From an optimization exercise on the open Yosys and OpenROAD flow, aimed at small area and a short achievable clock period; shortcuts taken in it are not production practice.
RTL that was checked went through simulation tests only; none was proved equivalent to the original.
Power and IR drop assume default switching activity.

==> flow/design.v (excerpt) <==
module conv (
input [4:0] stride,
input  conv_enable,
output reg [18:0] address1,
output [18:0] address2,
output reg [18:0] write_address,
output end_reach,
output reg full_conv_end, dot_sum_end,
input clk,
input reset,
input [9:0] w1 ,h1,w2,h2,
output reg [9:0] width, height
  );
reg [4:0]  sR;
reg [9:0]  Km;        
reg        K1;        
reg        w2is1;     
reg        h2is1;     
reg        sis1;      
reg [6:0]  CS1;       
always @(posedge clk) begin
  sR     <= stride;
  Km     <= w1 - w2;
  K1     <= (w1 == w2);
  w2is1  <= (w2 == 10'd1);
  h2is1  <= (h2 == 10'd1);
  sis1   <= (stride == 5'd1);
  CS1    <= {1'b0, h2[5:0]} + 7'd2 - {2'b0, stride};
end
reg [5:0]  hc;              
reg        wrapF;           
reg [5:0]  vc;              
reg        vclF;            
reg        capF;            
reg [9:0]  P;               
reg        LC;              
reg        Hz;              
reg        HL;              
reg [9:0]  RL;              
  ...
Settings: LEC_CHECK=0, CAP_MARGIN=20, CORE_MARGIN=2, CORE_UTILIZATION=40, SLEW_MARGIN=20; clock period 11.0 ns.
standard.sh (not shown) runs the stock make flow with config.mk's settings and CLKGATE_MAP_FILE= SYNTH_SCRIPT=/design/flow/synth_recipe.tcl, a recipe that flattens the netlist after the stock synthesis.
==> flow/flow/run.sh <==
#!/bin/bash
set -euo pipefail
cd "$(dirname "$0")/.."
bash standard.sh SETUP_SLACK_MARGIN=7.8 finish > flow_make.log 2>&1
Then changed:
==> flow/flow/run.sh (replaced) <==
#!/bin/bash
set -euo pipefail
cd "$(dirname "$0")/.."
bash standard.sh SETUP_SLACK_MARGIN=7.8 "BUFFER_PORTS_ARGS=-buffer_cell sky130_fd_sc_hd__buf_2" CORE_UTILIZATION=65 finish > flow_make.log 2>&1
The changed run finished clean. Global-route usage is higher by 12 points. Wire length is lower by 3.1%. Sequential power hardly moves. Clock power is higher by about 2%. Combinational power is lower by about 2%. Area after synthesis is unchanged. Final cell count is lower by 9.6%. First-iteration DRC count is higher by 37%. Worst hold slack hardly moves.
Then changed:
==> flow/flow/run.sh (replaced) <==
#!/bin/bash
set -euo pipefail
cd "$(dirname "$0")/.."
bash standard.sh SETUP_SLACK_MARGIN=7.8 "BUFFER_PORTS_ARGS=-buffer_cell sky130_fd_sc_hd__buf_2" finish > flow_make.log 2>&1
Effect: Design area falls by 0.87%; clock-buffer cell count falls by 1; wire length is about the same; setup slack gets worse by 0.0095 ns; die area rises by 61%; worst hold slack gets better by 0.0036 ns; register-to-register slack gets worse by 0.11 ns; via count falls by 4.5%; area after synthesis does not change.
Then changed:
==> flow/flow/run.sh (replaced) <==
#!/bin/bash
set -euo pipefail
cd "$(dirname "$0")/.."
bash standard.sh SETUP_SLACK_MARGIN=8.2 finish > flow_make.log 2>&1
Result: Count of clock-buffer cells in the layout does not change. Routed wire length goes up by about 12%. Core utilization went up by 10 points. Global-route usage rises by 2.2 points. Flip-flop and latch count stays the same. First-iteration DRC count grows by 16%. Die area is unchanged. Sequential share of layout area drops by 4.9 points. Via count rose by 7.4%. Power rose by about 6.5%.

lane 1:
conv, a different RTL version from the one above (not shown whole).
Size: ~1400 cells after synthesis, about 130 I/O pins, about 12000 um^2 of cells after synthesis.
==> flow/config.mk <==
export PLATFORM = sky130hd
export DESIGN_NAME = conv
export DESIGN_NICKNAME = conv
export VERILOG_FILES = /design/flow/design.v
export SDC_FILE = /design/flow/constraint.sdc
export NUM_CORES = 4
export LEC_CHECK = 0
export CAP_MARGIN = 20
export CORE_MARGIN = 2
export CORE_UTILIZATION = 40
export SETUP_SLACK_MARGIN = 5
export SLEW_MARGIN = 20
==> flow/constraint.sdc <==
create_clock -name core_clock -period 11.0 [get_ports {clk}]
set_input_delay 2.2000 -clock core_clock [delete_from_list [all_inputs] [get_ports {clk}]]
set_output_delay 2.2000 -clock core_clock [all_outputs]
set_load 0.01 [all_outputs]
run.sh (not shown) runs the stock make flow with config.mk's settings and CLKGATE_MAP_FILE= SYNTH_SCRIPT=/design/flow/synth_recipe.tcl, a recipe that flattens the netlist after the stock synthesis.
Stock flow here: none of the scripts above is used.
What lane 2 does differently from lane 1 at the input level:
Settings: a deleted SETUP_SLACK_MARGIN that had been 5.
==> flow/flow/run.sh (new file) <==
#!/bin/bash
set -euo pipefail
cd "$(dirname "$0")/.."
bash standard.sh SETUP_SLACK_MARGIN=7.8 finish > flow_make.log 2>&1
==> flow/standard.sh (new file) <==
#!/bin/bash
# synth_recipe.tcl (not shown) runs the flow's synth.tcl, then flattens the netlist and writes it again
# the make line also repeats each setting of config.mk as NAME=value (left out here)
make -C /OpenROAD-flow-scripts/flow DESIGN_CONFIG=/design/flow/config.mk WORK_HOME=/design/flow/orfs CLKGATE_MAP_FILE= SYNTH_SCRIPT=/design/flow/synth_recipe.tcl "${@:-finish}"
removed: flow/run.sh
Lane 2 finished every stage and its layout cleared the timing, design-rule and antenna checks. Lane 1 went all the way through the flow, and no timing, DRC or antenna check failed. Average footprint of a synthesized cell: lane 2 vs lane 1 — no meaningful difference. Lane 2 against lane 1: sequential power shrank by about 1%; worst relative slew slack picked up an extra 25 points; highest fanout seen on the critical path moved down; met2 layer wire length in the routed design went up.
Function was not checked in any run of this note: the RTL went through the layout flow alone.

[static timing again, ports no longer ideal]
Ports are ideal in the flow. The routed layouts listed here were re-timed in OpenROAD. Step 1, drivers: a clkbuf_16 drives clk and a buf_2 each remaining input, both assumed. Step 2, shift: input delay + t, output delay - t, t = (earliest + latest rising clock arrival at the registers) / 2. This alone moves slack from input paths to output paths. Slacks: ideal ports / drivers / drivers and shift; pairs: ideal ports / drivers.
| run | t, ns | setup slack, ns | worst hold slack (ns) |
|---|---|---|---|
| the first run of note 1 | 0.490 | 7.438 / 7.416 / 6.926 | 0.452 / 0.452 / 0.452 |
| the second run of note 1 | 0.493 | 7.550 / 7.532 / 7.039 | 0.451 / 0.451 / 0.451 |
| the third run of note 1 | 0.500 | 7.540 / 7.532 / 7.032 | 0.455 / 0.455 / 0.455 |
| the fourth run of note 1 | 0.491 | 7.453 / 7.438 / 6.947 | 0.457 / 0.457 / 0.457 |
| lane 1 | 0.491 | 6.329 / 6.353 / 5.862 | 0.442 / 0.442 / 0.442 |
| lane 2 | 0.494 | 7.478 / 7.436 / 6.942 | 0.437 / 0.437 / 0.437 |
After both steps every run listed still meets setup and hold. For lane 2, which loses most, drivers alone change the setup slack by -0.042 ns; drivers and shift together by -0.536 ns.
